Context: an optimization exercise on an open-source flow, tuned for small area, a short achievable clock period and few clock cycles. The choices shown serve that exercise and are no tape-out recipe.
Where RTL was checked, it was by simulation tests only, not by an equivalence proof against the original.
For runs 2 to 6, only the layout was checked, not whether the RTL still works.
Power and IR drop assume default switching activity.

## flow/design.v (module list and top-level ports; edited modules follow where they fit)
// module ks_add32: 502 lines
// module ks_add16c: 196 lines
// module g_a222oi: 3 lines
// module g_a22oi: 3 lines
// module g_a22o: 3 lines
// module g_a21o: 3 lines
// module g_aoi21: 3 lines
// module g_oai21: 3 lines
// module g_nand4: 3 lines
// module g_nand3: 3 lines
// module g_nand2: 3 lines
// module g_nor2: 3 lines
// module g_or3: 3 lines
// module g_inv: 3 lines
// module g_xor2: 3 lines
// module g_xnor2: 3 lines
// module g_ha: 4 lines
// module g_and3: 3 lines
// module g_mux2: 3 lines
// module g_a221o: 3 lines
// module g_buf: 3 lines
// module g_rd32f: 15 lines
// module g_rd32: 14 lines
// module mips: 296 lines
module mips(
	input wire clk,
	input wire rst,
	output wire [31:0] INST_ADDR,
	input wire [31:0] INST_DATA,
	output wire [31:0] DMEM_ADDR,
	output wire DMEM_WE,
	output wire [31:0] DMEM_WDATA,
	input wire [31:0] DMEM_RDATA
	);
  // ...
==> flow/flow/run.sh <==
#!/bin/bash
set -euo pipefail
MARGIN=6.5
bash standard.sh synth > synth.log 2>&1
SYNTH_ODB=orfs/results/sky130hd/mips/base/1_synth.odb openroad -no_init -exit flow/presize.tcl > presize.log 2>&1
bash standard.sh SETUP_SLACK_MARGIN=$MARGIN "CTS_ARGS=-sink_clustering_enable -repair_clock_nets -dont_use_dummy_load -buf_list sky130_fd_sc_hd__clkbuf_8 -sink_clustering_size 20" "BUFFER_PORTS_ARGS=-buffer_cell sky130_fd_sc_hd__buf_4" finish > layout.log 2>&1
==> flow/flow/presize.tcl <==
# Initial sizing of the cells after the standard synthesis (flip-flops keep
# their type, only their drive strength may change):
# each cell gets the drive strength its fanout asks for (smallest for one or
# a few loads, larger for wide nets); timing repair later in the flow sizes
# up what still needs it.
set odb $::env(SYNTH_ODB)
read_db $odb
set db [ord::get_db]
set n 0
foreach inst [[ord::get_db_block] getInsts] {
  set m [$inst getMaster]
  set name [$m getName]
  if {[regexp {^sky130_fd_sc_hd__(edf|sdf|dl|sdl|conb|tap|fill|decap|diode|clk)} $name]} { continue }
  if {![regexp {^(sky130_fd_sc_hd__[a-z0-9]+)_([0-9]+)$} $name -> base size]} { continue }
  set fo 0
  foreach it [$inst getITerms] {
    if {[$it isOutputSignal]} {
      set net [$it getNet]
      if {$net ne "NULL" && $net ne ""} {
        set fo [expr {max($fo, [llength [$net getITerms]] + [llength [$net getBTerms]] - 1)}]
      }
    }
  }
  if {$fo >= 16} { set want {4 2 1 0} } elseif {$fo >= 8} { set want {2 1 0} } else { set want {1 0} }
  foreach s $want {
    set nm [$db findMaster ${base}_$s]
    if {$nm ne "NULL" && $nm ne ""} {
      if {[$nm getName] ne $name} { $inst swapMaster $nm; incr n }
      break
    }
  }
}
puts "resized $n cells"
write_db $odb
==> flow/standard.sh <==
#!/bin/bash
# synth_recipe.tcl (not shown) runs the flow's synth.tcl, then flattens the netlist and writes it again
# the make line also repeats each setting of config.mk as NAME=value (left out here)
make -C /OpenROAD-flow-scripts/flow DESIGN_CONFIG=/design/flow/config.mk WORK_HOME=/design/flow/orfs CLKGATE_MAP_FILE= SYNTH_SCRIPT=/design/flow/synth_recipe.tcl "${@:-finish}"
==> flow/config.mk <==
export PLATFORM = sky130hd
export DESIGN_NAME = mips
export DESIGN_NICKNAME = mips
export VERILOG_FILES = /design/flow/design.v
export SDC_FILE = /design/flow/constraint.sdc
export NUM_CORES = 8
export LEC_CHECK = 0
export CAP_MARGIN = 20
export CORE_MARGIN = 2
export CORE_UTILIZATION = 40
export PLACE_DENSITY = 0.7
export SLEW_MARGIN = 20
export SYNTH_HIERARCHICAL = 1
export SYNTH_MINIMUM_KEEP_SIZE = 0
==> flow/constraint.sdc <==
create_clock -name core_clock -period 10.0 [get_ports {clk}]
set_input_delay 2.0000 -clock core_clock [delete_from_list [all_inputs] [get_ports {clk}]]
set_output_delay 2.0000 -clock core_clock [all_outputs]
set_load 0.01 [all_outputs]
==> out/summary.txt, run 1 <==
Status - finished clean
Endpoints failing setup - 0
Total combinational power - 3500 uW
Relative slew slack - 31.2%
Placed cell count - 8689
Pint - 9040 uW
Row count - 147
Clk_skew - 132 ps
Data buffer area share - 4.72%
Metal3 WL - 51600 um
CTS-repair resized insts - 323
Post-route insts no fill - 9063
Post-CTS Hold Buffers - 0
TAP cells - 2160
Hold path depth - 0
CLK BUF - 211
Vias in the first global route - 62.2k
Setup Buffers After CTS - 97
Met2 WL post-DR - 137000 um
WP depth - 7
Startpoint types - primary input
Mean Syn Cell Area - 9.86 um^2
Die Span Y - 406 um
Worst flop-to-flop path endpoint - e_a[13]
Final Hold Viols - 0
Layout area overhead - 15.0%
First-pass GRT wire length - 462000 um
Reg area - 26800 um^2
Vias/cell - 7.50
Final worst slack - 6220 ps
Comb pwr share - 25.5%
Clk cell area share - 3.90%
Max FFs per register - 992
Busiest grt layer - met2
Testbench counts, summed over its fixed seeds: cycles 74,576.
==> module mips, before the edit <==
module mips(
	input wire clk,
	input wire rst,
	output wire [31:0] INST_ADDR,
	input wire [31:0] INST_DATA,
	output wire [31:0] DMEM_ADDR,
	output wire DMEM_WE,
	output wire [31:0] DMEM_WDATA,
	input wire [31:0] DMEM_RDATA
	);
	genvar gk, gb;
	reg  [31:0] pc;
	reg  [31:0] ras;
	reg         e_ld, e_st, e_br, e_bx, e_jr;      
	reg         e_cst;                   
	reg  [4:0]  e_rd;                    
	reg         e_fa_lo, e_fa_hi;
	reg         c_ab, c_mb, c_am, c_mm;
	reg         j_a, j_m;                
	reg         e_fb;                    
	reg         x_b, x_bn, x_m, x_mn, x_i, x_in;
	reg         h_b, h_br, h_m, h_mr;
	reg         e_sub;                   
	reg         s_m, s_a, s_c;
	reg         r_add, r_slt, r_and, r_or, r_xor, r_nor, r_srl, r_sll, r_b;
	reg         e_sra;
	reg  [4:0]  e_sa;
	reg  [31:0] e_a, e_b;
	reg  [31:0] e_x;
	reg         m_we, m_ld;
	reg  [4:0]  m_rd;
	reg  [31:0] m_res, m_wd;
	reg  [31:0] rf [1:31];
	reg  [31:1] rf_v;
	wire [31:0] fa = {{16{e_fa_hi}}, {16{e_fa_lo}}};
	wire [31:0] a = (fa & m_res) | (~fa & e_a);
	wire [31:0] bx = ({32{x_b}} & e_b) | ({32{x_bn}} & ~e_b)
	               | ({32{x_m}} & m_res) | ({32{x_mn}} & ~m_res)
	               | ({32{x_i}} & e_x) | ({32{x_in}} & ~e_x);
	wire [4:0]  sa;
	generate for (gb = 0; gb < 5; gb = gb + 1) begin : sam
		wire n0, n1, n2;
		g_nand2 u0(.a(s_m), .b(m_res[gb]), .y(n0));
		g_nand2 u1(.a(s_a), .b(e_a[gb]), .y(n1));
		g_nand2 u2(.a(s_c), .b(e_sa[gb]), .y(n2));
		g_nand3 u3(.a(n0), .b(n1), .c(n2), .y(sa[gb]));
	end endgenerate
	wire [31:0] sum, p, g;
	ks_add32 add(.a(a), .b(bx), .cin(e_sub), .s(sum), .p(p), .g0(g));
	wire [31:0] pg = p | g;                           
	function automatic [31:0] rev32(input [31:0] x);
		integer k;
		for (k = 0; k < 32; k = k + 1) rev32[k] = x[31-k];
	endfunction
	wire [31:0] sh_in = ({32{h_b}} & e_b) | ({32{h_br}} & rev32(e_b))
	                  | ({32{h_m}} & m_res) | ({32{h_mr}} & rev32(m_res));
	wire        sh_fill = e_sra & bx[31];
	wire [32:0] sh_ext = $signed({sh_fill, sh_in}) >>> sa;
	wire [31:0] sr = sh_ext[31:0];
	wire [31:0] oth = ({32{r_and}} & g)
	                | ({32{r_or}}  & pg)
	                | ({32{r_xor}} & p)
	                | ({32{r_nor}} & ~pg)
	                | ({32{r_srl}} & sr)
	                | ({32{r_sll}} & rev32(sr))
	                | ({32{r_b}}   & bx);
	wire [31:0] alu;
	g_a221o r0(.a1(r_add), .a2(sum[0]), .b1(r_slt), .b2(sum[31]), .c1(oth[0]), .y(alu[0]));
	generate for (gb = 1; gb < 32; gb = gb + 1) begin : res
		g_a21o r(.a1(r_add), .a2(sum[gb]), .b1(oth[gb]), .y(alu[gb]));
	end endgenerate
	wire eq = (c_ab & (e_a == e_b)) | (c_mb & (m_res == e_b))
	        | (c_am & (e_a == m_res)) | c_mm;
	wire mis_br = e_br & (eq ^ e_bx);
	wire mis_jr = e_jr & ((j_a & (e_a != pc)) | (j_m & (m_res != pc)));
	wire mis    = mis_br | mis_jr;
	wire [31:0] redirect = e_jr ? a : e_x;
	wire [31:0] m_val = m_ld ? DMEM_RDATA : m_res;
	wire m_w = (m_rd != 5'd0);
	assign DMEM_ADDR  = m_res;
	assign DMEM_WE    = m_we;
	assign DMEM_WDATA = m_wd;
	wire [31:0] ins = INST_DATA;
	assign INST_ADDR = pc;
	wire [5:0]  op  = ins[31:26];
	wire [4:0]  rs  = ins[25:21];
	wire [4:0]  rt  = ins[20:16];
	wire [4:0]  rdf = ins[15:11];
	wire [4:0]  shamt = ins[10:6];
	wire [5:0]  fn  = ins[5:0];
	wire [15:0] imm = ins[15:0];
	wire is_r    = (op == 6'd0);
	wire is_jr   = is_r & (fn == 6'b001000);
	wire is_jalr = is_r & (fn == 6'b001001);
	wire is_j    = (op == 6'd2);
	wire is_jal  = (op == 6'd3);
	wire is_beq  = (op == 6'd4);
	wire is_bne  = (op == 6'd5);
	wire is_br   = is_beq | is_bne;
	wire is_lw   = (op == 6'b100011);
	wire is_sw   = (op == 6'b101011);
	wire is_ia   = (op[5:3] == 3'b001);           
	wire is_lui  = (op == 6'b001111);
	wire sh_const = is_r & (fn == 6'd0 || fn == 6'd2 || fn == 6'd3);
	wire sh_var   = is_r & (fn == 6'd4 || fn == 6'd6 || fn == 6'd7);
	wire uses_rs = (is_r & ~sh_const) | (is_ia & ~is_lui) | is_lw | is_sw | is_br;
	wire uses_rt = (is_r & ~is_jalr) | is_sw | is_br;
	reg  [4:0] dst;
	always @(*) begin
		if (is_r) dst = is_jalr ? 5'd31 : rdf;
		else if (is_ia | is_lw) dst = rt;
		else if (is_jal) dst = 5'd31;
		else dst = 5'd0;
	end
	reg f_sub, f_add, f_slt, f_and, f_or, f_xor, f_nor, f_srl, f_sll, f_sra, f_b;
	always @(*) begin
		{f_sub, f_add, f_slt, f_and, f_or, f_xor, f_nor, f_srl, f_sll, f_sra, f_b} = 11'b0;
		if (is_r) begin
			case (fn)
				6'b100000, 6'b100001: f_add = 1'b1;
				6'b100010, 6'b100011: begin f_add = 1'b1; f_sub = 1'b1; end
				6'b101010, 6'b101011: begin f_slt = 1'b1; f_sub = 1'b1; end
				6'b100100: f_and = 1'b1;
				6'b100101: f_or = 1'b1;
				6'b100110: f_xor = 1'b1;
				6'b100111: f_nor = 1'b1;
				6'b000000, 6'b000100: f_sll = 1'b1;
				6'b000010, 6'b000110: f_srl = 1'b1;
				6'b000011, 6'b000111: begin f_srl = 1'b1; f_sra = 1'b1; end
				6'b001001: f_b = 1'b1;                  
				default: f_and = 1'b1;                  
			endcase
		end else begin
			case (op)
				6'b001000, 6'b001001, 6'b100011, 6'b101011: f_add = 1'b1;
				6'b001010, 6'b001011: begin f_slt = 1'b1; f_sub = 1'b1; end
				6'b001100: f_and = 1'b1;
				6'b001101: f_or = 1'b1;
				6'b001110: f_xor = 1'b1;
				default: f_b = 1'b1;                    
			endcase
		end
	end
	wire f_cst = is_lui | (((op == 6'b001000) | (op == 6'b001001) | (op == 6'b001101) |
	                        (op == 6'b001110)) & (rs == 5'd0));
	wire sext = (op == 6'b001000) | (op == 6'b001010) | is_lw | is_sw | is_br;
	wire [31:0] pc4 = pc + 32'd4;
	wire [31:0] immv = is_lui ? {imm, 16'b0} :
	                   (is_jal | is_jalr) ? pc4 :
	                   {{16{sext & imm[15]}}, imm};
	wire ui = ~((is_r & ~is_jalr) | is_br);
	wire rs_m = m_w & (rs == m_rd);
	wire rt_m = m_w & (rt == m_rd);
	wire [31:1] rf_en;
	generate for (gk = 1; gk < 32; gk = gk + 1) begin : en
		assign rf_en[gk] = rf_v[gk] & (m_rd != gk);
	end endgenerate
	wire [3:0] rs_h = 4'b1 << rs[4:3], rt_h = 4'b1 << rt[4:3];
	wire [7:0] rs_l = 8'b1 << rs[2:0], rt_l = 8'b1 << rt[2:0];
	wire [31:0] sel_a, sel_b;
	generate for (gk = 1; gk < 32; gk = gk + 1) begin : sel
		g_and3 da(.a(rs_h[gk/8]), .b(rs_l[gk%8]), .c(rf_en[gk]), .y(sel_a[gk-1]));
		g_and3 db(.a(rt_h[gk/8]), .b(rt_l[gk%8]), .c(rf_en[gk]), .y(sel_b[gk-1]));
	end endgenerate
	assign sel_a[31] = rs_m;
	assign sel_b[31] = rt_m;
	wire [31:0] rs_val, rt_val;
	generate for (gb = 0; gb < 32; gb = gb + 1) begin : rdp
		wire [31:0] d;
		for (gk = 1; gk < 32; gk = gk + 1) begin : c
			assign d[gk-1] = rf[gk][gb];
		end
		assign d[31] = m_val[gb];
		g_rd32f ua(.s(sel_a), .d(d), .q(rs_val[gb]));
		g_rd32f ub(.s(sel_b), .d(d), .q(rt_val[gb]));
	end endgenerate
	wire e_w = (e_rd != 5'd0);
	wire rs_e = e_w & (rs == e_rd);
	wire rt_e = e_w & (rt == e_rd);
	wire rs_e2;
	g_buf fab(.a(rs_e), .y(rs_e2));       
	wire stall = e_ld & ((uses_rs & rs_e) | (uses_rt & rt_e));
	wire adv = ~stall & ~mis;         
	wire pred_t = is_bne | (is_beq & imm[15]);
	wire [15:0] blo;
	wire        bco;
	ks_add16c badd(.a(pc[17:2]), .b(imm), .cin(1'b1), .s(blo), .co(bco));
	wire [13:0] hi = pc[31:18];
	wire [13:0] hi_p = hi + 14'd1;
	wire [13:0] hi_m = hi - 14'd1;
	wire [13:0] bx0 = imm[15] ? hi : hi_p;        
	wire [13:0] bx1 = imm[15] ? hi_m : hi;        
	wire [13:0] bhi;
	generate for (gb = 0; gb < 14; gb = gb + 1) begin : bsel
		g_mux2 m(.a0(bx1[gb]), .a1(bx0[gb]), .s(bco), .y(bhi[gb]));
	end endgenerate
	wire [31:0] btgt = {bhi, blo, pc[1:0]};
	wire cst_hit = rs_e & e_cst;
	reg [31:0] npc;
	always @(*) begin
		if (is_j | is_jal) npc = {pc4[31:28], ins[25:0], 2'b00};
		else if (is_br & pred_t) npc = btgt;
		else if ((is_jr | is_jalr) & cst_hit) npc = e_x;
		else if (is_jr) npc = ras;
		else npc = pc4;
	end
	always @(posedge clk or posedge rst) begin
		if (rst) begin
			pc <= 32'b0;
			ras <= 32'b0;
		end else begin
			if (mis) pc <= redirect;
			else if (~stall) pc <= npc;
			if (is_jal | is_jalr) ras <= pc4;
		end
	end
	always @(posedge clk or posedge rst) begin
		if (rst) begin
			{e_ld, e_st, e_br, e_bx, e_jr} <= 5'b0;
			e_rd <= 5'd0;
			m_we <= 1'b0;
			m_ld <= 1'b0;
			m_rd <= 5'd0;
		end else begin
			if (adv) begin
				e_ld <= is_lw;
				e_st <= is_sw;
				e_br <= is_br;
				e_bx <= is_bne ^ pred_t;
				e_jr <= is_jr | is_jalr;
				e_rd <= dst;
			end else begin
				{e_ld, e_st, e_br, e_bx, e_jr} <= 5'b0;
				e_rd <= 5'd0;
			end
			m_we <= e_st;
			m_ld <= e_ld;
			m_rd <= e_rd;
		end
	end
	always @(posedge clk) begin
		e_fa_lo <= rs_e;
		e_fa_hi <= rs_e2;
		j_a   <= ~rs_e;
		j_m   <= rs_e;
		e_cst <= f_cst;
		c_ab  <= ~rs_e & ~rt_e;
		c_mb  <= rs_e & ~rt_e;
		c_am  <= ~rs_e & rt_e;
		c_mm  <= rs_e & rt_e;
		e_fb  <= rt_e;
		x_b   <= ~ui & ~rt_e & ~f_sub;
		x_bn  <= ~ui & ~rt_e & f_sub;
		x_m   <= ~ui & rt_e & ~f_sub;
		x_mn  <= ~ui & rt_e & f_sub;
		x_i   <= ui & ~f_sub;
		x_in  <= ui & f_sub;
		h_b   <= ~rt_e & ~f_sll;
		h_br  <= ~rt_e & f_sll;
		h_m   <= rt_e & ~f_sll;
		h_mr  <= rt_e & f_sll;
		e_sub <= f_sub;
		s_m   <= sh_var & rs_e;
		s_a   <= sh_var & ~rs_e;
		s_c   <= ~sh_var;
		e_sa  <= shamt;
		r_add <= f_add;
		r_slt <= f_slt;
		r_and <= f_and;
		r_or  <= f_or;
		r_xor <= f_xor;
		r_nor <= f_nor;
		r_srl <= f_srl;
		r_sll <= f_sll;
		e_sra <= f_sra;
		r_b   <= f_b;
		e_a   <= rs_val;
		e_b   <= rt_val;
		e_x   <= is_br ? (pred_t ? pc4 : btgt) : immv;
		m_res <= alu;
		m_wd  <= e_fb ? m_res : e_b;
	end
	always @(posedge clk or posedge rst) begin
		if (rst) rf_v <= 31'b0;
		else if (m_w) rf_v[m_rd] <= 1'b1;
	end
	generate for (gk = 1; gk < 32; gk = gk + 1) begin : wr
		wire we = (m_rd == gk);
		wire wen = ~we;
		for (gb = 0; gb < 32; gb = gb + 1) begin : b
			wire nx;
			g_a22o m(.a1(we), .a2(m_val[gb]), .b1(wen), .b2(rf[gk][gb]), .y(nx));
			always @(posedge clk) rf[gk][gb] <= nx;
		end
	end endgenerate
endmodule
==> inputs of run 2 (changes only) <==
--- a/flow/design.v
+++ b/flow/design.v
@@ -800,2 +800,3 @@
 	reg         e_ld, e_st, e_br, e_bx, e_jr;      
+	reg         e_kill;                  
 	reg         e_cst;                   
@@ -859,4 +860,6 @@
 	        | (c_am & (e_a == m_res)) | c_mm;
-	wire mis_br = e_br & (eq ^ e_bx);
-	wire mis_jr = e_jr & ((j_a & (e_a != pc)) | (j_m & (m_res != pc)));
+	wire e_ldq = e_ld & ~e_kill;
+	wire e_stq = e_st & ~e_kill;
+	wire mis_br = e_br & ~e_kill & (eq ^ e_bx);
+	wire mis_jr = e_jr & ~e_kill & ((j_a & (e_a != pc)) | (j_m & (m_res != pc)));
 	wire mis    = mis_br | mis_jr;
@@ -962,3 +965,3 @@
 	end endgenerate
-	wire e_w = (e_rd != 5'd0);
+	wire e_w = (e_rd != 5'd0) & ~e_kill;
 	wire rs_e = e_w & (rs == e_rd);
@@ -967,3 +970,3 @@
 	g_buf fab(.a(rs_e), .y(rs_e2));       
-	wire stall = e_ld & ((uses_rs & rs_e) | (uses_rt & rt_e));
+	wire stall = e_ldq & ((uses_rs & rs_e) | (uses_rt & rt_e));
 	wire adv = ~stall & ~mis;         
@@ -1005,2 +1008,3 @@
 			{e_ld, e_st, e_br, e_bx, e_jr} <= 5'b0;
+			e_kill <= 1'b1;
 			e_rd <= 5'd0;
@@ -1010,16 +1014,12 @@
 		end else begin
-			if (adv) begin
-				e_ld <= is_lw;
-				e_st <= is_sw;
-				e_br <= is_br;
-				e_bx <= is_bne ^ pred_t;
-				e_jr <= is_jr | is_jalr;
-				e_rd <= dst;
-			end else begin
-				{e_ld, e_st, e_br, e_bx, e_jr} <= 5'b0;
-				e_rd <= 5'd0;
-			end
-			m_we <= e_st;
-			m_ld <= e_ld;
-			m_rd <= e_rd;
+			e_ld <= is_lw;
+			e_st <= is_sw;
+			e_br <= is_br;
+			e_bx <= is_bne ^ pred_t;
+			e_jr <= is_jr | is_jalr;
+			e_rd <= dst;
+			e_kill <= ~adv;
+			m_we <= e_stq;
+			m_ld <= e_ldq;
+			m_rd <= e_w ? e_rd : 5'd0;
 		end
==> flow/flow/run.sh (replaced) <==
#!/bin/bash
set -euo pipefail
MARGIN=6.5
bash standard.sh synth > synth.log 2>&1
SYNTH_ODB=orfs/results/sky130hd/mips/base/1_synth.odb openroad -no_init -exit flow/downsize.tcl > downsize.log 2>&1
bash standard.sh SETUP_SLACK_MARGIN=$MARGIN "CTS_ARGS=-sink_clustering_enable -repair_clock_nets -dont_use_dummy_load -buf_list sky130_fd_sc_hd__clkbuf_8 -sink_clustering_size 20" finish > layout.log 2>&1
==> flow/flow/downsize.tcl (new file) <==
# Set every combinational cell that synthesis mapped to a larger drive
# strength back to its smallest variant; the timing repair later in the flow
# sizes up the cells that need it.
set odb $::env(SYNTH_ODB)
read_db $odb
set db [ord::get_db]
set n 0
foreach inst [[ord::get_db_block] getInsts] {
  set m [$inst getMaster]
  set name [$m getName]
  if {[regexp {^sky130_fd_sc_hd__(df|edf|sdf|dl|sdl|conb|tap|fill|decap|diode)} $name]} { continue }
  if {[regexp {^(sky130_fd_sc_hd__[a-z0-9]+)_([0-9]+)$} $name -> base size] && $size > 1} {
    foreach s {1 0} {
      set nm [$db findMaster ${base}_$s]
      if {$nm ne "NULL" && $nm ne ""} {
        $inst swapMaster $nm
        incr n
        break
      }
    }
  }
}
puts "downsized $n cells"
write_db $odb
removed: flow/flow/presize.tcl
==> run 2 against run 1 <==
Critical endpoint is now e_a[4]; clock skew down 22 ps; die area down 2.4%; synthesized area down 2.4%; largest power group unchanged; wire length down 5.8%; register-to-register slack better by 130 ps; cell count down 0.11%; sequential power down 0.9%; synthesized cell count about the same.
==> out/summary.txt, run 2 <==
Power Dens Cells - 181 nW/um^2 (was 184 nW/um^2)
Worst Path Max Fanout - 33 (was 32)
Fillers - 14.8k (was 15.0k)
Mean Syn Cell Area - 9.63 um^2 (was 9.86 um^2)
Relative slew slack - 21.8% (was 31.2%)
Post-layout min period - 3740 ps (was 3780 ps)
Startpoint types - primary input (unchanged)
Clock buffer depth - 3 (unchanged)
Cts bufs inserted - 208 (was 211)
RSZ-0062 raised after global routing - true (unchanged)
CTS Sinks - 1303 (was 1302)
First-pass GRT wire length - 446000 um (was 462000 um)
Slowest stage delay, CP - 560 ps (was 820 ps)
Row count - 145 (was 147)
Reg area - 26900 um^2 (was 26800 um^2)
Final critical-path share of the clock period - 37.4% (was 37.8%)
Critical setup path kind - in2reg (unchanged)
Status - finished clean (unchanged)
Highest clock rate - 0.268 GHz (was 0.265 GHz)
I/O Buffers - 162 (unchanged)
Endpoints failing setup - 0 (unchanged)
Leading cell type in the layout, fill and taps excluded - dfxtp_1 (unchanged)
Number of primary I/O pins - 163 (unchanged)
Die width - 401 um (was 406 um)
Total GRT Usage - 37.5% (was 38.5%)
Final Max Slew Viols - 0 (unchanged)
P_leak - 0.0289 uW (was 0.0286 uW)
DR pass1 iterations - 9 (was 16)
Worst hold path class - reg2reg (unchanged)
Clock Pin Slew Worst Setup and Hold Paths - 60 ps (about the same)
Layout Utilization - 47.2% (was 46.4%)
Final Routed Wirelength - 320000 um (was 339000 um)
Layout cells sized above 1 - 15.1% (was 15.9%)
H-tree depth - 4 (unchanged)
Synth Warn # - 9 (unchanged)
Total global routing overflow - 0 (unchanged)
Max Cap Viol - 0 (unchanged)
Post-CTS Hold Buffers - 0 (unchanged)
Final Wtd Congestion - 1.08 (about the same)
Final Hold Viols - 0 (unchanged)
TritonCTS clock tree - done (unchanged)
Max FFs per register - 992 (unchanged)
Largest net degree at the start of global routing - 65 (was 70)
Most frequent cells in the layout - dfxtp_1, a22oi_1, a22o_1, nor2_1, nand2_1 (unchanged)
Clk latency of the worst-skew pair - 1000 ps (was 1010 ps)
CP arrival - 4460 ps (was 4620 ps)
Multi-input logic area - 36900 um^2 (was 38100 um^2)
Initial Util - 40.4% (was 40.3%)
Worst VDD drop - 111 uV (was 151 uV)
WP buf/inv - 2 (was 1)
Core area - 157000 um^2 (was 161000 um^2)
Wirelength per Cell - 35.3 um (was 37.4 um)
Fin nets - 7117 (was 7025)
Vias in the first global route - 60.9k (was 62.2k)
Clk_skew - 111 ps (was 132 ps)
Syn Std Cell Area - 63200 um^2 (was 64700 um^2)
Worst Max-Slew Pin Slew - 1170 ps (was 1000 ps)
Post-DP HPWL - 196000 um (was 198000 um)
Cell chain of the critical path - clkdlybuf4s50_1, mux2_1, buf_6, a22oi_1, nand4_1, nor2_4, nand2_1 (was buf_4, nor3_2, and3_4, a22oi_1, nand4_1, nor2_1, nand2_1)
Layout area overhead - 16.8% (was 15.0%)
Total number of vias - 66.2k (was 67.9k)
Die Span Y - 401 um (was 406 um)
Root Driver - clkbuf_8 (unchanged)
Gate Count Post-Synth - 6562 (was 6564)
Final setup TNS - 0 ps (unchanged)
CP required - 10720 ps (was 10840 ps)
Slowest cell on crit path - clkdlybuf4s50_1 (was nor3_2)
DRT antenna net count - 0 (unchanged)
DRT iter0 DRCs - 12.3k (was 12.8k)
Area of the die - 161000 um^2 (was 165000 um^2)
Biggest register - rf (unchanged)
DRC - 0 (unchanged)
Vias/cell - 7.31 (was 7.50)
Initial antenna violation count - 15 (was 18)
Critical Path End Type - flop (unchanged)
Top delay family on crit path - simple AND/OR/NAND/NOR gates (unchanged)
run 2: cell types whose count changed in the layout (fill, tap and decap cells not counted), sizes merged, moves of 11 or more:
| cell | change |
|---|---|
| a21o | +15 |
| a221o | +16 |
| and3 | -11 |
| buf | +60 |
| clkdlybuf4s50 | +26 |
| inv | -11 |
| mux4 | -14 |
| nand2 | +11 |
| nand3 | +21 |
| nor3 | -18 |
| o21ai | +34 |
| o21bai | -11 |
| o221ai | +12 |
run 2: final cells by class:
class | instances | area share (%)
antenna | 9 | 0.0305
sequential | 1303 | 36.4
tap | 2058 | 3.49
inverter | 69 | 0.391
timing repair buffer | 487 | 5.78
multi-input combinational | 4919 | 50.0
clock buffer | 208 | 3.88
run 2: routing by layer:
metal | part of all wire [%] | GRT usage, %
met1 | 36 | 46.0
met2 | 40 | 53.2
met3 | 15 | 14.9
met4 | 8.7 | 26.2
met5 | 0.048 | 0.535
run 2: where the power goes:
| group | total (uW) | leakage [uW] | internal [uW] | switching (uW) |
|---|---|---|---|---|
| registers | 6260 | 0.0111 | 5760 | 502 |
| logic | 3280 | 0.0163 | 1300 | 1980 |
| clock network | 3830 | 0.00150 | 1820 | 2020 |
run 2: per-stage QoR:
| stage | std cells | setup slack [ps] | area (um^2) | hold slack (ps) | power [uW] |
|---|---|---|---|---|---|
| after floorplan | 6563 | 5790 | 64100 | 420 | 7980 |
| after global placement | 8703 | 4150 | 68600 | 429 | 9060 |
| after detailed placement | 8703 | 4050 | 68600 | 436 | 9110 |
| after CTS | 9021 | 6330 | 73100 | 448 | 13100 |
| after global routing | 9048 | 6320 | 73800 | 470 | 13700 |
| final | 9053 | 6260 | 73800 | 447 | 13400 |
run 2: what timing repair did:
item                                    4_1_cts  5_1_grt
cloned                                        9        1
gates resized for setup                     882      196
endpoints found under the setup margin      329      192
setup buffers                               101       21
pin swaps                                    18       43
run 2: path summary, 6_finish.rpt:
path | startpoint | endpoint | slack, ps | depth (start not counted)
hold / removal | rf_v[18] | rf_v[18] | 450 | 1
setup / recovery | DMEM_RDATA[4] | e_a[4] | 6260 | 7
max in group asynchronous | rst | pc[23] | 6810 | 4
hold reg to reg | rf_v[18] | rf_v[18] | 450 | 1
setup reg to reg | m_rd[1] | e_a[11] | 6420 | 12
min in group asynchronous | rst | ras[14] | 1700 | 3
==> inputs of run 3 (changes only) <==
--- a/flow/flow/run.sh
+++ b/flow/flow/run.sh
@@ -2,3 +2,3 @@
 set -euo pipefail
-MARGIN=6.5
+MARGIN=6.6
 bash standard.sh synth > synth.log 2>&1
--- a/flow/config.mk
+++ b/flow/config.mk
@@ -11,3 +11,3 @@
 export PLACE_DENSITY = 0.7
-export SLEW_MARGIN = 20
+export SLEW_MARGIN = 40
 export SYNTH_HIERARCHICAL = 1
==> run 3 against run 2 <==
Still clean; via count grew 1.5%; fmax is 1.3% higher; worst setup slack improved by 47 ps; critical path depth shrank 6; first-iteration DRC count grew 4.3%; combinational power grew 7.3%; wire length grew 6.8%.
==> out/summary.txt, run 3 <==
Status - finished clean (unchanged)
H-tree depth - 4 (unchanged)
Post-Layout Inst Area - 76100 um^2 (was 73800 um^2)
Total number of vias - 67.2k (was 66.2k)
Highest clock rate - 0.271 GHz (was 0.268 GHz)
Post-CTS Hold Buffers - 0 (unchanged)
Slowest stage delay, CP - 550 ps (was 560 ps)
Final Max Slew Viols - 0 (unchanged)
First-pass GRT wire length - 465000 um (was 446000 um)
Mean Syn Cell Area - 9.63 um^2 (unchanged)
DRC - 0 (unchanged)
Post-DP HPWL - 206000 um (was 196000 um)
Fin nets - 7206 (was 7117)
Slowest cell on crit path - dfrtp_4 (was clkdlybuf4s50_1)
Top delay family on crit path - flip-flops (was simple AND/OR/NAND/NOR gates)
Power Dens Cells - 180 nW/um^2 (was 181 nW/um^2)
Worst VDD drop - 120 uV (was 111 uV)
Final critical-path share of the clock period - 36.9% (was 37.4%)
Endpoints failing setup - 0 (unchanged)
Max FFs per register - 992 (unchanged)
Relative slew slack - 32.9% (was 21.8%)
Area of the die - 161000 um^2 (unchanged)
Final Hold Viols - 0 (unchanged)
Total GRT Usage - 39.7% (was 37.5%)
Worst hold path class - reg2reg (unchanged)
Area post-placement - 68900 um^2 (was 68600 um^2)
Clk_skew - 144 ps (was 111 ps)
Startpoint types - flop (was primary input)
Final setup TNS - 0 ps (unchanged)
Vias in the first global route - 61.5k (was 60.9k)
Critical Path End Type - primary output (was flop)
Worst Path Max Fanout - 2 (was 33)
Biggest register - rf (unchanged)
DRT iter0 DRCs - 12.8k (was 12.3k)
Total global routing overflow - 0 (unchanged)
Initial Util - 40.4% (unchanged)
Cell chain of the critical path - buf_6 (was clkdlybuf4s50_1, mux2_1, buf_6, a22oi_1, nand4_1, nor2_4, nand2_1)
Layout cells sized above 1 - 17.7% (was 15.1%)
Post-layout min period - 3690 ps (was 3740 ps)
Synth Warn # - 9 (unchanged)
Leading cell type in the layout, fill and taps excluded - dfxtp_1 (unchanged)
Root Driver - clkbuf_8 (unchanged)
CP arrival - 1690 ps (was 4460 ps)
Core area - 157000 um^2 (unchanged)
P_leak - 0.0297 uW (was 0.0289 uW)
DR pass1 iterations - 9 (unchanged)
Initial antenna violation count - 22 (was 15)
WP buf/inv - 1 (was 2)
Clock buffer depth - 3 (unchanged)
Number of primary I/O pins - 163 (unchanged)
TritonCTS clock tree - done (unchanged)
Largest net degree at the start of global routing - 71 (was 65)
RSZ-0062 raised after global routing - true (unchanged)
Die width - 401 um (unchanged)
CP required - 8000 ps (was 10720 ps)
Clk latency of the worst-skew pair - 990 ps (was 1000 ps)
Syn Std Cell Area - 63200 um^2 (unchanged)
Row count - 145 (unchanged)
Layout area overhead - 20.4% (was 16.8%)
CTS Sinks - 1303 (unchanged)
Final Routed Wirelength - 341000 um (was 320000 um)
Most frequent cells in the layout - dfxtp_1, a22oi_1, a22o_1, nand2_1, nor2_1 (was dfxtp_1, a22oi_1, a22o_1, nor2_1, nand2_1)
Cts bufs inserted - 211 (was 208)
Wirelength per Cell - 37.3 um (was 35.3 um)
DRT antenna net count - 0 (unchanged)
I/O Buffers - 162 (unchanged)
Clock Pin Slew Worst Setup and Hold Paths - 60 ps (about the same)
Critical setup path kind - reg2out (was in2reg)
Gate Count Post-Synth - 6562 (unchanged)
Worst Max-Slew Pin Slew - 1010 ps (was 1170 ps)
Die Span Y - 401 um (unchanged)
Vias/cell - 7.35 (was 7.31)
Max Cap Viol - 0 (unchanged)
Final Wtd Congestion - 1.04 (was 1.08)
Pwr Total - 13700 uW (was 13400 uW)
==> run 3: cell type report <==
type	count	area, um^2
Fill cell	14479	80500
Multi-Input combinational cell	4928	37500
Sequential cell	1303	26900
Timing Repair Buffer	564	5790
Clock buffer	211	2900
Tap cell	2058	2570
Inverter	69	289
Antenna cell	9	22.5
==> run 3: what timing repair did <==
item | CTS | global route
hold endpoints to repair | 0 | 0
setup buffers | 134 | 44
gates resized for setup | 1087 | 259
endpoints found under the setup margin | 428 | 265
gates cloned | 16 | 11
pin swaps | 57 | 68
==> run 3: worst paths after layout <==
check | startpoint | endpoint | slack, ps | depth (start not counted)
worst max-delay path | pc[24] | INST_ADDR[24] | 6310 | 1
worst min-delay path | rf_v[10] | rf_v[10] | 450 | 1
worst max register to register | m_rd[1] | e_a[14] | 6470 | 12
worst min register to register | rf_v[10] | rf_v[10] | 450 | 1
max in group asynchronous | rst | pc[29] | 7100 | 4
min in group asynchronous | rst | pc[4] | 1610 | 3
==> run 3: report_power, final <==
part           switching [uW]  internal, uW
combinational            2090          1430
clock                    2050          1840
sequential                519          5760
==> run 3: per-stage QoR <==
stage	std cells	util, %	hold WS [ps]	setup slack [ps]
6_report	9142	48.6	448	6310
5_1_grt	9136	48.6	464	6280
4_1_cts	9078	47.7	450	6290
3_5_place_dp	8717	44.0	437	4250
3_3_place_gp	8711	43.9	430	4180
2_1_floorplan	6563	-	420	5790
==> run 3: routing by layer <==
| layer | global-route usage (%) | wire (um) | share of wire (%) |
|---|---|---|---|
| met5 | 0.149 | 163 | 0.048 |
| met4 | 27.6 | 30500 | 8.9 |
| met3 | 15.1 | 51900 | 15 |
| met2 | 57.4 | 139000 | 41 |
| met1 | 48.4 | 120000 | 35 |
==> inputs of run 4 (changes only) <==
--- a/flow/design.v
+++ b/flow/design.v
@@ -801,2 +801,3 @@
 	reg         e_kill;                  
+	reg         e_rp;                    
 	reg         e_cst;                   
@@ -864,4 +865,4 @@
 	wire mis_jr = e_jr & ~e_kill & ((j_a & (e_a != pc)) | (j_m & (m_res != pc)));
-	wire mis    = mis_br | mis_jr;
-	wire [31:0] redirect = e_jr ? a : e_x;
+	wire mis    = mis_br | mis_jr | e_rp;
+	wire [31:0] redirect = (e_jr & ~e_kill) ? a : e_x;
 	wire [31:0] m_val = m_ld ? DMEM_RDATA : m_res;
@@ -970,4 +971,4 @@
 	g_buf fab(.a(rs_e), .y(rs_e2));       
-	wire stall = e_ldq & ((uses_rs & rs_e) | (uses_rt & rt_e));
-	wire adv = ~stall & ~mis;         
+	wire hazard = e_ldq & ((uses_rs & rs_e) | (uses_rt & rt_e));
+	wire adv = ~hazard & ~mis;        
 	wire pred_t = is_bne | (is_beq & imm[15]);
@@ -1001,3 +1002,3 @@
 			if (mis) pc <= redirect;
-			else if (~stall) pc <= npc;
+			else pc <= npc;
 			if (is_jal | is_jalr) ras <= pc4;
@@ -1009,2 +1010,3 @@
 			e_kill <= 1'b1;
+			e_rp <= 1'b0;
 			e_rd <= 5'd0;
@@ -1021,2 +1023,3 @@
 			e_kill <= ~adv;
+			e_rp <= hazard & ~mis;
 			m_we <= e_stq;
@@ -1064,3 +1067,3 @@
 		e_b   <= rt_val;
-		e_x   <= is_br ? (pred_t ? pc4 : btgt) : immv;
+		e_x   <= hazard ? pc : is_br ? (pred_t ? pc4 : btgt) : immv;
 		m_res <= alu;
--- a/flow/flow/run.sh
+++ b/flow/flow/run.sh
@@ -2,3 +2,3 @@
 set -euo pipefail
-MARGIN=6.6
+MARGIN=6.5
 bash standard.sh synth > synth.log 2>&1
--- a/flow/config.mk
+++ b/flow/config.mk
@@ -11,3 +11,3 @@
 export PLACE_DENSITY = 0.7
-export SLEW_MARGIN = 40
+export SLEW_MARGIN = 20
 export SYNTH_HIERARCHICAL = 1
==> run 4 against run 3 <==
Critical endpoint is now m_res[12]; first-iteration DRC count increased by 6.1%; worst hold slack improved by 9.1 ps; global-route usage decreased by 1.5 points; combinational power decreased by 6.3%; still clean; cell count decreased by 1.2%; clock power about the same; die area increased by 1.4%; synthesized cell count about the same; fmax increased by 1.4%; sequential power about the same.
==> out/summary.txt, run 4 <==
Max FFs per register - 992 (unchanged)
DRC - 0 (unchanged)
Register share of total power - 46.6% (was 45.9%)
Initial Util - 40.4% (about the same)
Final Routed Wirelength - 330000 um (was 341000 um)
Critical Path End Type - flop (was primary output)
Total global routing overflow - 0 (unchanged)
Total number of vias - 68.4k (was 67.2k)
Clock buffer depth - 3 (unchanged)
Area of the die - 163000 um^2 (was 161000 um^2)
CP arrival - 4460 ps (was 1690 ps)
Pwr Total - 13500 uW (was 13700 uW)
Switch share - 33.7% (was 34.0%)
Biggest register - rf (unchanged)
TritonCTS clock tree - done (unchanged)
Syn Std Cell Area - 64100 um^2 (was 63200 um^2)
Sw power - 4540 uW (was 4650 uW)
Largest net degree at the start of global routing - 63 (was 71)
R2R Setup Slk - 6360 ps (was 6470 ps)
CTS Sinks - 1304 (was 1303)
Core area - 159000 um^2 (was 157000 um^2)
P_leak - 0.0294 uW (was 0.0297 uW)
Startpoint types - flop (unchanged)
Worst Max-Slew Pin Slew - 1190 ps (was 1010 ps)
WHS Endpoint - rf_v[12] (was rf_v[10])
Wirelength per Cell - 36.5 um (was 37.3 um)
Critical R2R Launch - e_b[12] (was m_rd[1])
Highest clock rate - 0.275 GHz (was 0.271 GHz)
Total GRT Usage - 38.1% (was 39.7%)
Layout cells sized above 1 - 13.8% (was 17.7%)
Comb pwr share - 24.5% (was 25.7%)
Initial antenna violation count - 20 (was 22)
Post-layout min period - 3640 ps (was 3690 ps)
CP required - 10820 ps (was 8000 ps)
Leading cell type in the layout, fill and taps excluded - dfxtp_1 (unchanged)
Post-Layout Inst Area - 74200 um^2 (was 76100 um^2)
Final worst slack - 6360 ps (was 6310 ps)
Clk latency of the worst-skew pair - 1020 ps (was 990 ps)
Post-DP HPWL - 196000 um (was 206000 um)
Number of primary I/O pins - 163 (unchanged)
Worst flop-to-flop path endpoint - m_res[12] (was e_a[14])
Hold_sp - rf_v[12] (was rf_v[10])
Cts bufs inserted - 210 (was 211)
Die width - 404 um (was 401 um)
Max Cap Viol - 0 (unchanged)
Fin nets - 7079 (was 7206)
Clk_skew - 140 ps (was 144 ps)
RSZ-0062 raised after global routing - true (unchanged)
H-tree depth - 4 (unchanged)
Area post-placement - 69300 um^2 (was 68900 um^2)
Power Dens Cells - 181 nW/um^2 (was 180 nW/um^2)
Hold_ws - 457 ps (was 448 ps)
Worst VDD drop - 160 uV (was 120 uV)
Hold path depth - 1 (unchanged)
Final Max Slew Viols - 0 (unchanged)
Endpoints failing setup - 0 (unchanged)
Vias/cell - 7.58 (was 7.35)
Worst hold path class - reg2reg (unchanged)
Gate Count Post-Synth - 6557 (was 6562)
Relative slew slack - 20.9% (was 32.9%)
Worst Path Max Fanout - 6 (was 2)
Final setup TNS - 0 ps (unchanged)
Die Span Y - 404 um (was 401 um)
Clock Power Share - 28.9% (was 28.4%)
Root Driver - clkbuf_8 (unchanged)
DRT antenna net count - 0 (unchanged)
DR pass1 iterations - 9 (unchanged)
Final Wtd Congestion - 1.05 (was 1.04)
Layout area overhead - 15.8% (was 20.4%)
Mean Syn Cell Area - 9.77 um^2 (was 9.63 um^2)
Final Hold Viols - 0 (unchanged)
Status - finished clean (unchanged)
Final critical-path share of the clock period - 36.4% (was 36.9%)
Clock Pin Slew Worst Setup and Hold Paths - 60 ps (about the same)
Pint - 8920 uW (was 9040 uW)
Row count - 146 (was 145)
R2r worst-path depth - 7 (was 12)
Place WS - 4460 ps (was 4250 ps)
DRT iter0 DRCs - 13.6k (was 12.8k)
Critical setup path kind - reg2reg (was reg2out)
Vias in the first global route - 63.4k (was 61.5k)
First-pass GRT wire length - 460000 um (was 465000 um)
I/O Buffers - 162 (unchanged)
Synth Warn # - 9 (unchanged)
Most frequent cells in the layout - dfxtp_1, a22oi_1, a22o_1, nand2_1, nand4_1 (was dfxtp_1, a22oi_1, a22o_1, nand2_1, nor2_1)
## run 4: worst max path at each step
| stage | startpoint | to | slack [ps] |
|---|---|---|---|
| 2_1_floorplan | INST_DATA[0] | pc[21] | 5950 |
| 3_3_place_gp | INST_DATA[28] | e_x[31] | 4500 |
| 3_5_place_dp | INST_DATA[28] | e_x[26] | 4460 |
| 4_1_cts | pc[26] | INST_ADDR[26] | 6390 |
| 5_1_grt | pc[26] | INST_ADDR[26] | 6390 |
| 6_report | e_b[12] | m_res[12] | 6360 |
## run 4: power groups by stage
stage	Sequential (uW)	Clock, uW	Combinational (uW)
floorplan	6190	0	1810
global placement	6590	0	2500
detailed placement	6610	0	2530
CTS	6230	3860	3100
global route	6310	4080	3390
finish	6270	3890	3300
## run 4: final cells by class
| cell class | count | area (um^2) |
|---|---|---|
| Timing Repair inverter | 1 | 7.51 |
| Antenna cell | 8 | 20.0 |
| Tap cell | 2072 | 2590 |
| Inverter | 73 | 324 |
| Multi-Input combinational cell | 4903 | 37500 |
| Fill cell | 14788 | 84600 |
| Clock buffer | 210 | 2890 |
| Sequential cell | 1304 | 26900 |
| Timing Repair Buffer | 457 | 3970 |
## run 4: layer usage
| layer | vias to the layer above | GRT usage, % | part of all wire (%) |
|---|---|---|---|
| li1 | 27035 | - | - |
| met1 | 32647 | 45.8 | 35 |
| met2 | 6745 | 53.5 | 40 |
| met3 | 1970 | 15.9 | 16 |
| met4 | 24 | 29.3 | 9.7 |
| met5 | - | 1.61 | 0.10 |
## run 4: metrics by stage
stage,instances,util [%]
after floorplan,6558,-
after global placement,8688,43.6
after detailed placement,8688,43.6
after CTS,8996,46.4
after global routing,9021,46.7
final,9028,46.7
## run 4: critical path, cell delays in order, from the launching register on
cell      delay, ps
dfxtp_2         680
mux2i_1         540
nand3_1         200
ha_1            450
a22o_1          270
a221oi_1        740
o221ai_1        390
a21o_1          250
## run 4: timing repair
item / in CTS / in global routing
pin swaps: 16 / 17
hold buffers: 0 / 0
gates cloned: 6 / 7
setup buffers: 92 / 17
gates resized for setup: 742 / 166
setup endpoints to repair: 308 / 214
==> inputs of run 5 (changes only) <==
--- a/flow/design.v
+++ b/flow/design.v
@@ -750,4 +750,7 @@
 endmodule
-module g_a221o(input a1, a2, b1, b2, c1, output y);
-	assign y = (a1 & a2) | (b1 & b2) | c1;
+module g_pcsel(input sm, r, sh, p, sb, c, b1, b0, so, o, output y);
+	assign y = (sm & r) | (sh & p) | (sb & c & b1) | (sb & ~c & b0) | (so & o);
+endmodule
+module g_pcsel_lo(input sm, r, sh, p, sb, b, so, o, output y);
+	assign y = (sm & r) | (sh & p) | (sb & b) | (so & o);
 endmodule
@@ -800,4 +803,2 @@
 	reg         e_ld, e_st, e_br, e_bx, e_jr;      
-	reg         e_kill;                  
-	reg         e_rp;                    
 	reg         e_cst;                   
@@ -827,10 +828,3 @@
 	               | ({32{x_i}} & e_x) | ({32{x_in}} & ~e_x);
-	wire [4:0]  sa;
-	generate for (gb = 0; gb < 5; gb = gb + 1) begin : sam
-		wire n0, n1, n2;
-		g_nand2 u0(.a(s_m), .b(m_res[gb]), .y(n0));
-		g_nand2 u1(.a(s_a), .b(e_a[gb]), .y(n1));
-		g_nand2 u2(.a(s_c), .b(e_sa[gb]), .y(n2));
-		g_nand3 u3(.a(n0), .b(n1), .c(n2), .y(sa[gb]));
-	end endgenerate
+	wire [4:0]  sa = ({5{s_m}} & m_res[4:0]) | ({5{s_a}} & e_a[4:0]) | ({5{s_c}} & e_sa);
 	wire [31:0] sum, p, g;
@@ -847,3 +841,4 @@
 	wire [31:0] sr = sh_ext[31:0];
-	wire [31:0] oth = ({32{r_and}} & g)
+	wire [31:0] oth = ({32{r_slt}} & {31'b0, sum[31]})
+	                | ({32{r_and}} & g)
 	                | ({32{r_or}}  & pg)
@@ -855,4 +850,3 @@
 	wire [31:0] alu;
-	g_a221o r0(.a1(r_add), .a2(sum[0]), .b1(r_slt), .b2(sum[31]), .c1(oth[0]), .y(alu[0]));
-	generate for (gb = 1; gb < 32; gb = gb + 1) begin : res
+	generate for (gb = 0; gb < 32; gb = gb + 1) begin : res
 		g_a21o r(.a1(r_add), .a2(sum[gb]), .b1(oth[gb]), .y(alu[gb]));
@@ -861,8 +855,6 @@
 	        | (c_am & (e_a == m_res)) | c_mm;
-	wire e_ldq = e_ld & ~e_kill;
-	wire e_stq = e_st & ~e_kill;
-	wire mis_br = e_br & ~e_kill & (eq ^ e_bx);
-	wire mis_jr = e_jr & ~e_kill & ((j_a & (e_a != pc)) | (j_m & (m_res != pc)));
-	wire mis    = mis_br | mis_jr | e_rp;
-	wire [31:0] redirect = (e_jr & ~e_kill) ? a : e_x;
+	wire mis_br = e_br & (eq ^ e_bx);
+	wire mis_jr = (j_a & (e_a != pc)) | (j_m & (m_res != pc));
+	wire mis    = mis_br | mis_jr;
+	wire [31:0] redirect = e_jr ? a : e_x;
 	wire [31:0] m_val = m_ld ? DMEM_RDATA : m_res;
@@ -873,3 +865,3 @@
 	wire [31:0] ins = INST_DATA;
-	assign INST_ADDR = pc;
+	assign INST_ADDR = pc_o;
 	wire [5:0]  op  = ins[31:26];
@@ -966,3 +958,3 @@
 	end endgenerate
-	wire e_w = (e_rd != 5'd0) & ~e_kill;
+	wire e_w = (e_rd != 5'd0);
 	wire rs_e = e_w & (rs == e_rd);
@@ -971,4 +963,4 @@
 	g_buf fab(.a(rs_e), .y(rs_e2));       
-	wire hazard = e_ldq & ((uses_rs & rs_e) | (uses_rt & rt_e));
-	wire adv = ~hazard & ~mis;        
+	wire stall = e_ld & ((uses_rs & rs_e) | (uses_rt & rt_e));
+	wire adv = ~stall & ~mis;         
 	wire pred_t = is_bne | (is_beq & imm[15]);
@@ -988,10 +980,33 @@
 	wire cst_hit = rs_e & e_cst;
-	reg [31:0] npc;
+	reg [31:0] onpc;
 	always @(*) begin
-		if (is_j | is_jal) npc = {pc4[31:28], ins[25:0], 2'b00};
-		else if (is_br & pred_t) npc = btgt;
-		else if ((is_jr | is_jalr) & cst_hit) npc = e_x;
-		else if (is_jr) npc = ras;
-		else npc = pc4;
+		if (is_j | is_jal) onpc = {pc4[31:28], ins[25:0], 2'b00};
+		else if ((is_jr | is_jalr) & cst_hit) onpc = e_x;
+		else if (is_jr) onpc = ras;
+		else onpc = pc4;
+	end
+	wire bt_dec = is_br & pred_t;
+	wire s_mis = mis;
+	wire s_hold = ~mis & stall;
+	wire s_bt = ~mis & ~stall & bt_dec;
+	wire s_oth = ~mis & ~stall & ~bt_dec;
+	wire [31:0] pc_d;
+	generate for (gb = 0; gb < 14; gb = gb + 1) begin : pch
+		g_pcsel m(.sm(s_mis), .r(redirect[18+gb]), .sh(s_hold), .p(pc[18+gb]),
+		          .sb(s_bt), .c(bco), .b1(bx0[gb]), .b0(bx1[gb]),
+		          .so(s_oth), .o(onpc[18+gb]), .y(pc_d[18+gb]));
 	end
+	for (gb = 0; gb < 16; gb = gb + 1) begin : pcl
+		g_pcsel_lo m(.sm(s_mis), .r(redirect[2+gb]), .sh(s_hold), .p(pc[2+gb]),
+		             .sb(s_bt), .b(blo[gb]), .so(s_oth), .o(onpc[2+gb]), .y(pc_d[2+gb]));
+	end
+	for (gb = 0; gb < 2; gb = gb + 1) begin : pcb
+		g_pcsel_lo m(.sm(s_mis), .r(redirect[gb]), .sh(s_hold), .p(pc[gb]),
+		             .sb(s_bt), .b(pc[gb]), .so(s_oth), .o(onpc[gb]), .y(pc_d[gb]));
+	end endgenerate
+	reg  [31:0] pc_o;
+	wire [31:0] pc_od;
+	generate for (gb = 0; gb < 32; gb = gb + 1) begin : pob
+		g_buf b(.a(pc_d[gb]), .y(pc_od[gb]));
+	end endgenerate
 	always @(posedge clk or posedge rst) begin
@@ -999,6 +1014,7 @@
 			pc <= 32'b0;
+			pc_o <= 32'b0;
 			ras <= 32'b0;
 		end else begin
-			if (mis) pc <= redirect;
-			else pc <= npc;
+			pc <= pc_d;
+			pc_o <= pc_od;
 			if (is_jal | is_jalr) ras <= pc4;
@@ -1008,5 +1024,4 @@
 		if (rst) begin
-			{e_ld, e_st, e_br, e_bx, e_jr} <= 5'b0;
-			e_kill <= 1'b1;
-			e_rp <= 1'b0;
+			{e_ld, e_st, e_br, e_bx, e_jr, e_cst} <= 6'b0;
+			{j_a, j_m} <= 2'b0;
 			e_rd <= 5'd0;
@@ -1016,13 +1031,21 @@
 		end else begin
-			e_ld <= is_lw;
-			e_st <= is_sw;
-			e_br <= is_br;
-			e_bx <= is_bne ^ pred_t;
-			e_jr <= is_jr | is_jalr;
-			e_rd <= dst;
-			e_kill <= ~adv;
-			e_rp <= hazard & ~mis;
-			m_we <= e_stq;
-			m_ld <= e_ldq;
-			m_rd <= e_w ? e_rd : 5'd0;
+			if (adv) begin
+				e_ld <= is_lw;
+				e_st <= is_sw;
+				e_br <= is_br;
+				e_bx <= is_bne ^ pred_t;
+				e_jr <= is_jr | is_jalr;
+				j_a <= (is_jr | is_jalr) & ~rs_e;
+				j_m <= (is_jr | is_jalr) & rs_e;
+				e_rd <= dst;
+				e_cst <= f_cst;
+			end else begin
+				e_cst <= 1'b0;
+				{e_ld, e_st, e_br, e_bx, e_jr} <= 5'b0;
+				{j_a, j_m} <= 2'b0;
+				e_rd <= 5'd0;
+			end
+			m_we <= e_st;
+			m_ld <= e_ld;
+			m_rd <= e_rd;
 		end
@@ -1032,5 +1055,2 @@
 		e_fa_hi <= rs_e2;
-		j_a   <= ~rs_e;
-		j_m   <= rs_e;
-		e_cst <= f_cst;
 		c_ab  <= ~rs_e & ~rt_e;
@@ -1067,3 +1087,3 @@
 		e_b   <= rt_val;
-		e_x   <= hazard ? pc : is_br ? (pred_t ? pc4 : btgt) : immv;
+		e_x   <= is_br ? (pred_t ? pc4 : btgt) : immv;
 		m_res <= alu;
--- a/flow/config.mk
+++ b/flow/config.mk
@@ -10,3 +10,2 @@
 export CORE_UTILIZATION = 40
-export PLACE_DENSITY = 0.7
 export SLEW_MARGIN = 20
==> run 5 against run 4 <==
Via count fell by 0.53%; fmax fell by 3.2%; combinational power barely moved; cell count rose by 3.0%; synthesized area rose by 0.50%; core utilization rose by 0.99 points; clock skew rose by 12 ps; sequential share of layout area barely moved; first-iteration DRC count fell by 5.8%; worst hold slack got worse by 60 ps; die area rose by 0.49%.
==> out/summary.txt, run 5 <==
Critical setup path kind - in2reg (was reg2reg)
Initial Util - 40.2% (was 40.4%)
Leading cell type in the layout, fill and taps excluded - a22oi_1 (was dfxtp_1)
Gate Count Post-Synth - 6651 (was 6557)
Slowest cell on crit path - nor2_1 (was a221oi_1)
Clock Pin Slew Worst Setup and Hold Paths - 60 ps (about the same)
Area of the die - 164000 um^2 (was 163000 um^2)
Switch share - 34.5% (was 33.7%)
Row count - 147 (was 146)
Startpoint types - primary input (was flop)
Slowest stage delay, CP - 550 ps (was 740 ps)
Clk_skew - 152 ps (was 140 ps)
DRC - 0 (unchanged)
Mean Syn Cell Area - 9.68 um^2 (was 9.77 um^2)
Register share of total power - 48.1% (was 46.6%)
Worst VDD drop - 145 uV (was 160 uV)
Largest net degree at the start of global routing - 75 (was 63)
Worst Max-Slew Pin Slew - 1160 ps (was 1190 ps)
Relative slew slack - 22.4% (was 20.9%)
Synth Warn # - 9 (unchanged)
Cts bufs inserted - 222 (was 210)
Fin nets - 7256 (was 7079)
Post-DP HPWL - 206000 um (was 196000 um)
Worst hold path class - reg2reg (unchanged)
Layout cells sized above 1 - 16.5% (was 13.8%)
Final Hold Viols - 0 (unchanged)
Final worst slack - 6240 ps (was 6360 ps)
Highest clock rate - 0.266 GHz (was 0.275 GHz)
Post-layout min period - 3760 ps (was 3640 ps)
Final Routed Wirelength - 342000 um (was 330000 um)
Sw power - 4890 uW (was 4540 uW)
Final Wtd Congestion - 1.03 (was 1.05)
Comb pwr share - 23.3% (was 24.5%)
Clock Power Share - 28.6% (was 28.9%)
Power Dens Cells - 186 nW/um^2 (was 181 nW/um^2)
Clk latency of the worst-skew pair - 1020 ps (about the same)
RSZ-0062 raised after global routing - true (unchanged)
CTS Sinks - 1335 (was 1304)
Wirelength per Cell - 36.7 um (was 36.5 um)
Max FFs per register - 992 (unchanged)
Max Cap Viol - 0 (unchanged)
Die Span Y - 405 um (was 404 um)
Number of primary I/O pins - 163 (unchanged)
Final Max Slew Viols - 0 (unchanged)
Vias in the first global route - 62.0k (was 63.4k)
Final setup TNS - 0 ps (unchanged)
P_leak - 0.0301 uW (was 0.0294 uW)
Cell chain of the critical path - clkdlybuf4s15_2, and3b_1, and3_4, a22oi_1, nand4_1, nor2_1, nand2_1 (was mux2i_1, nand3_1, ha_1, a22o_1, a221oi_1, o221ai_1, a21o_1)
TritonCTS clock tree - done (unchanged)
Root Driver - clkbuf_8 (unchanged)
CP required - 10780 ps (was 10820 ps)
Place WS - 3310 ps (was 4460 ps)
Pint - 9290 uW (was 8920 uW)
Critical Path End Type - flop (unchanged)
Placed cell count - 8890 (was 8688)
Post-route insts no fill - 9295 (was 9028)
Initial antenna violation count - 22 (was 20)
DR pass1 iterations - 10 (was 9)
Most frequent cells in the layout - a22oi_1, dfxtp_1, a22o_1, nand2_1, nand4_1 (was dfxtp_1, a22oi_1, a22o_1, nand2_1, nand4_1)
Status - finished clean (unchanged)
Layout area overhead - 18.7% (was 15.8%)
Total global routing overflow - 0 (unchanged)
Biggest register - rf (unchanged)
Hold_ws - 396 ps (was 457 ps)
I/O Buffers - 162 (unchanged)
Die width - 405 um (was 404 um)
Final critical-path share of the clock period - 37.6% (was 36.4%)
Clock buffer depth - 3 (unchanged)
Worst Path Max Fanout - 32 (was 6)
CP arrival - 4540 ps (was 4460 ps)
Total number of vias - 68.1k (was 68.4k)
Pwr Total - 14200 uW (was 13500 uW)
DRT iter0 DRCs - 12.8k (was 13.6k)
Endpoints failing setup - 0 (unchanged)
H-tree depth - 4 (unchanged)
Vias/cell - 7.32 (was 7.58)
Total GRT Usage - 39.4% (was 38.1%)
First-pass GRT wire length - 470000 um (was 460000 um)
Syn Std Cell Area - 64400 um^2 (was 64100 um^2)
Core area - 160000 um^2 (was 159000 um^2)
DRT antenna net count - 0 (unchanged)
==> run 5: cell type report <==
| cell class | instances | area (um^2) |
|---|---|---|
| repair buffers | 533 | 5250 |
| diodes | 10 | 25.0 |
| clock buffers | 222 | 3060 |
| fillers | 15146 | 83800 |
| multi-input cells | 4952 | 37400 |
| well taps | 2160 | 2700 |
| inverters | 83 | 315 |
| flip-flops and latches | 1335 | 27700 |
==> run 5: through the flow <==
step / utilization (%) / cell area [um^2]
after floorplan: - / 64800
after global placement: 43.4 / 69500
after detailed placement: 43.4 / 69500
after CTS: 46.9 / 75100
after global routing: 47.7 / 76400
final: 47.7 / 76400
==> run 5: what timing repair did <==
action                     4_1_cts  5_1_grt
cloned                          15        5
pin swaps                       42       44
resized for setup             1020      225
setup buffers                  112       41
setup endpoints to repair      394      262
hold buffers                     0        0
==> run 5: power by group through the flow <==
stage	sequential, uW	combinational (uW)	clock, uW
after floorplan	6460	1830	0
after global placement	6830	2730	0
after detailed placement	6840	2730	0
after CTS	6740	3010	4060
after global routing	6840	3450	4270
final	6820	3300	4060
==> run 5: worst max-delay path, delay by kind of cell <==
family / cells / cell delay (ps)
AO/OA/AOI/OAI: 1 / 320
buffers and inverters: 1 / 410
AND/OR/NAND/NOR: 5 / 1740
==> run 5: worst paths after layout <==
| check | start | endpoint | slack, ps | cells after the start |
|---|---|---|---|---|
| min in group asynchronous | rst | pc[9] | 1660 | 3 |
| max in group asynchronous | rst | m_rd[1] | 7040 | 4 |
| worst max-delay path | INST_DATA[18] | e_b[29] | 6240 | 7 |
| worst min register to register | e_st | m_we | 400 | 0 |
| worst max register to register | e_b[14] | m_res[0] | 6340 | 14 |
| worst min-delay path | e_st | m_we | 400 | 0 |
==> run 5: routing by layer <==
metal / wire length (um) / share of wire, % / global-route usage, %
met1: 130000 / 38 / 51.9
met2: 136000 / 40 / 54.5
met3: 54200 / 16 / 16.4
met4: 21600 / 6.3 / 20.7
met5: 172 / 0.050 / 0
==> inputs of run 6 (changes only) <==
==> flow/flow/run.sh (replaced) <==
#!/bin/bash
set -euo pipefail
MARGIN=6.5
bash standard.sh synth > synth.log 2>&1
SYNTH_ODB=orfs/results/sky130hd/mips/base/1_synth.odb openroad -no_init -exit flow/downsize.tcl > downsize.log 2>&1
bash standard.sh SETUP_SLACK_MARGIN=$MARGIN "CTS_ARGS=-sink_clustering_enable -repair_clock_nets -dont_use_dummy_load -buf_list sky130_fd_sc_hd__clkbuf_8 -sink_clustering_size 20" "BUFFER_PORTS_ARGS=-buffer_cell sky130_fd_sc_hd__buf_4" finish > layout.log 2>&1
==> run 6 against run 5 <==
First-iteration DRC count is 2.1% lower; power down 0.83%; via count decreased by 0.48%; clock skew grew 53 ps; non-clock buffer count fell by 10; largest power group unchanged; wire length up 0.38%.
==> out/summary.txt, run 6 <==
CP required - 10870 ps (was 10780 ps)
Status - finished clean (unchanged)
R2r worst-path depth - 14 (unchanged)
Top sig layer - met5 (unchanged)
Highest clock rate - 0.266 GHz (about the same)
Die width - 405 um (unchanged)
Met2 WL post-DR - 140000 um (was 136000 um)
Area of the die - 164000 um^2 (unchanged)
Total global routing overflow - 0 (unchanged)
Initial Util - 40.2% (unchanged)
Final Max Slew Viols - 0 (unchanged)
Total GRT Usage - 39.5% (was 39.4%)
Wl on met1 - 131000 um (was 130000 um)
Leading cell type in the layout, fill and taps excluded - a22oi_1 (unchanged)
Place WS - 4610 ps (was 3310 ps)
Top delay family on crit path - simple AND/OR/NAND/NOR gates (unchanged)
Post-CTS Hold Buffers - 0 (unchanged)
R2R Setup Slk - 6380 ps (was 6340 ps)
Gate Count Post-Synth - 6651 (unchanged)
Worst Path Max Fanout - 32 (unchanged)
Max Cap Viol - 0 (unchanged)
Worst VDD drop - 141 uV (was 145 uV)
Slowest stage delay, CP - 820 ps (was 550 ps)
DRT iter0 DRCs - 12.5k (was 12.8k)
Critical setup path kind - in2reg (unchanged)
Cts bufs inserted - 225 (was 222)
Initial antenna violation count - 22 (unchanged)
Relative slew slack - 26.5% (was 22.4%)
Post-DP HPWL - 215000 um (was 206000 um)
Mean Syn Cell Area - 9.68 um^2 (unchanged)
TritonCTS clock tree - done (unchanged)
Clock buffer depth - 3 (unchanged)
Total number of vias - 67.7k (was 68.1k)
Final Wtd Congestion - 1.03 (about the same)
Final Hold Viols - 0 (unchanged)
Pwr Total - 14100 uW (was 14200 uW)
Fin nets - 7247 (was 7256)
Root Driver - clkbuf_8 (unchanged)
I/O Buffers - 162 (unchanged)
CTS Sinks - 1335 (unchanged)
Number of primary I/O pins - 163 (unchanged)
P_leak - 0.0300 uW (was 0.0301 uW)
Biggest register - rf (unchanged)
H-tree depth - 4 (unchanged)
Wirelength per Cell - 36.9 um (was 36.7 um)
Layout cells sized above 1 - 16.4% (was 16.5%)
Vias in the first global route - 61.3k (was 62.0k)
Hold_sp - e_st (unchanged)
Post-layout min period - 3750 ps (was 3760 ps)
Worst hold path class - reg2reg (unchanged)
Clk latency of the worst-skew pair - 1050 ps (was 1020 ps)
Critical R2R Launch - e_x[11] (was e_b[14])
DR pass1 iterations - 8 (was 10)
Vias/cell - 7.29 (was 7.32)
Most frequent cells in the layout - a22oi_1, dfxtp_1, a22o_1, nand2_1, buf_4 (was a22oi_1, dfxtp_1, a22o_1, nand2_1, nand4_1)
Crit-path most repeated cell - buf_4
WP buf/inv - 2 (was 1)
WHS Endpoint - m_we (unchanged)
Clk_skew - 206 ps (was 152 ps)
Row count - 147 (unchanged)
Metal3 WL - 52100 um (was 54200 um)
DRT antenna net count - 0 (unchanged)
Hold path depth - 0 (unchanged)
Power Dens Cells - 186 nW/um^2 (about the same)
Syn Std Cell Area - 64400 um^2 (unchanged)
RSZ-0062 raised after global routing - true (unchanged)
Post-route insts no fill - 9288 (was 9295)
CP arrival - 4630 ps (was 4540 ps)
Worst flop-to-flop path endpoint - m_res[0] (unchanged)
Worst Max-Slew Pin Slew - 1100 ps (was 1160 ps)
Max FFs per register - 992 (unchanged)
Final setup TNS - 0 ps (unchanged)
Core area - 160000 um^2 (unchanged)
Largest net degree at the start of global routing - 148 (was 75)
Layout Utilization - 47.3% (was 47.7%)
Final worst slack - 6250 ps (was 6240 ps)
Cell chain of the critical path - buf_4, nor3b_1, and3_1, buf_4, a22oi_1, nand4_1, nor2_4, nand2_1 (was clkdlybuf4s15_2, and3b_1, and3_4, a22oi_1, nand4_1, nor2_1, nand2_1)
Endpoints failing setup - 0 (unchanged)
Die Span Y - 405 um (unchanged)
Startpoint types - primary input (unchanged)
Clock Pin Slew Worst Setup and Hold Paths - 50 ps (was 60 ps)
Final critical-path share of the clock period - 37.5% (was 37.6%)
DRC - 0 (unchanged)
Critical Path End Type - flop (unchanged)
First-pass GRT wire length - 470000 um (about the same)
Slowest cell on crit path - nor3b_1 (was nor2_1)
Synth Warn # - 9 (unchanged)
Layout area overhead - 17.7% (was 18.7%)
Final Routed Wirelength - 343000 um (was 342000 um)
Placed cell count - 8900 (was 8890)
-- run 6: timing repair --
item	CTS	global route
endpoints found under the setup margin	325	264
setup buffers	86	55
resized for setup	369	265
pin swaps	21	58
cloned	5	5
-- run 6: worst max path at each step --
stage	start	endpoint	slack [ps]	cells past startpoint
after floorplan	INST_DATA[5]	pc_o[18]	5430	13
after global placement	INST_DATA[4]	pc[28]	4670	11
after detailed placement	INST_DATA[4]	pc_o[21]	4610	11
after CTS	e_b[10]	m_res[0]	6230	14
after global routing	INST_DATA[27]	pc_o[24]	6230	12
final	INST_DATA[23]	e_a[12]	6250	8
-- run 6: area by class of cell --
type | instances | area, um^2
antenna | 12 | 30.0
clock buffer | 225 | 3100
fill | 15140 | 84400
inverter | 83 | 319
multi-input combinational | 4950 | 37000
sequential | 1335 | 27700
tap | 2160 | 2700
timing repair buffer | 523 | 4910
-- run 6: per-stage QoR --
step	area, um^2	hold WS (ps)
after floorplan	64800	331
after global placement	69200	390
after detailed placement	69200	382
after CTS	74200	405
after global routing	75800	408
final	75800	401
-- run 6: where the power goes --
group	leakage (uW)	internal (uW)	switching (uW)
combinational	0.0168	1280	1890
clock	0.00162	1960	2140
sequential	0.0116	5970	840
total	0.0300	9200	4860
-- run 6: metal layers --
metal	track usage, %	vias to the layer above
met5	0.268	-
met4	18.5	26
met3	15.2	1104
met2	55.9	5755
met1	52.5	33294
li1	-	27551

## port drivers added, routing unchanged
No port has a modelled driver above. Below, the same layouts with a new extraction and two added sets of constraints. Step 1: set_driving_cell puts a clkbuf_16 on clk and a buf_2 on each other input, an assumption about the parent block. Step 2 adds t to the input delays and takes it off the output delays; t is the mean of the earliest and latest rising clock arrival at the registers after step 1. Input paths then give back, and output paths get back, about the clock's delay inside the block. Three values: ideal ports, drivers, drivers and shift; two values: the first two.
run	t (ns)	setup slack, ns	worst data-port slew with drivers (ns)	pins driven straight from the clock port
run 1	1.030	6.222 / 6.219 / 5.212	0.18	1
run 2	1.015	6.262 / 6.279 / 5.290	0.17	1
run 3	0.998	6.310 / 6.238 / 5.393	0.16	1
run 4	1.023	6.359 / 6.312 / 5.377	0.16	1
run 5	1.029	6.240 / 6.295 / 5.266	0.21	1
run 6	1.025	6.246 / 6.155 / 5.130	0.23	1
After both steps setup and hold are still met in every run listed. For run 6, which loses most, drivers alone change the setup slack by -0.091 ns; drivers and shift together by -1.116 ns.
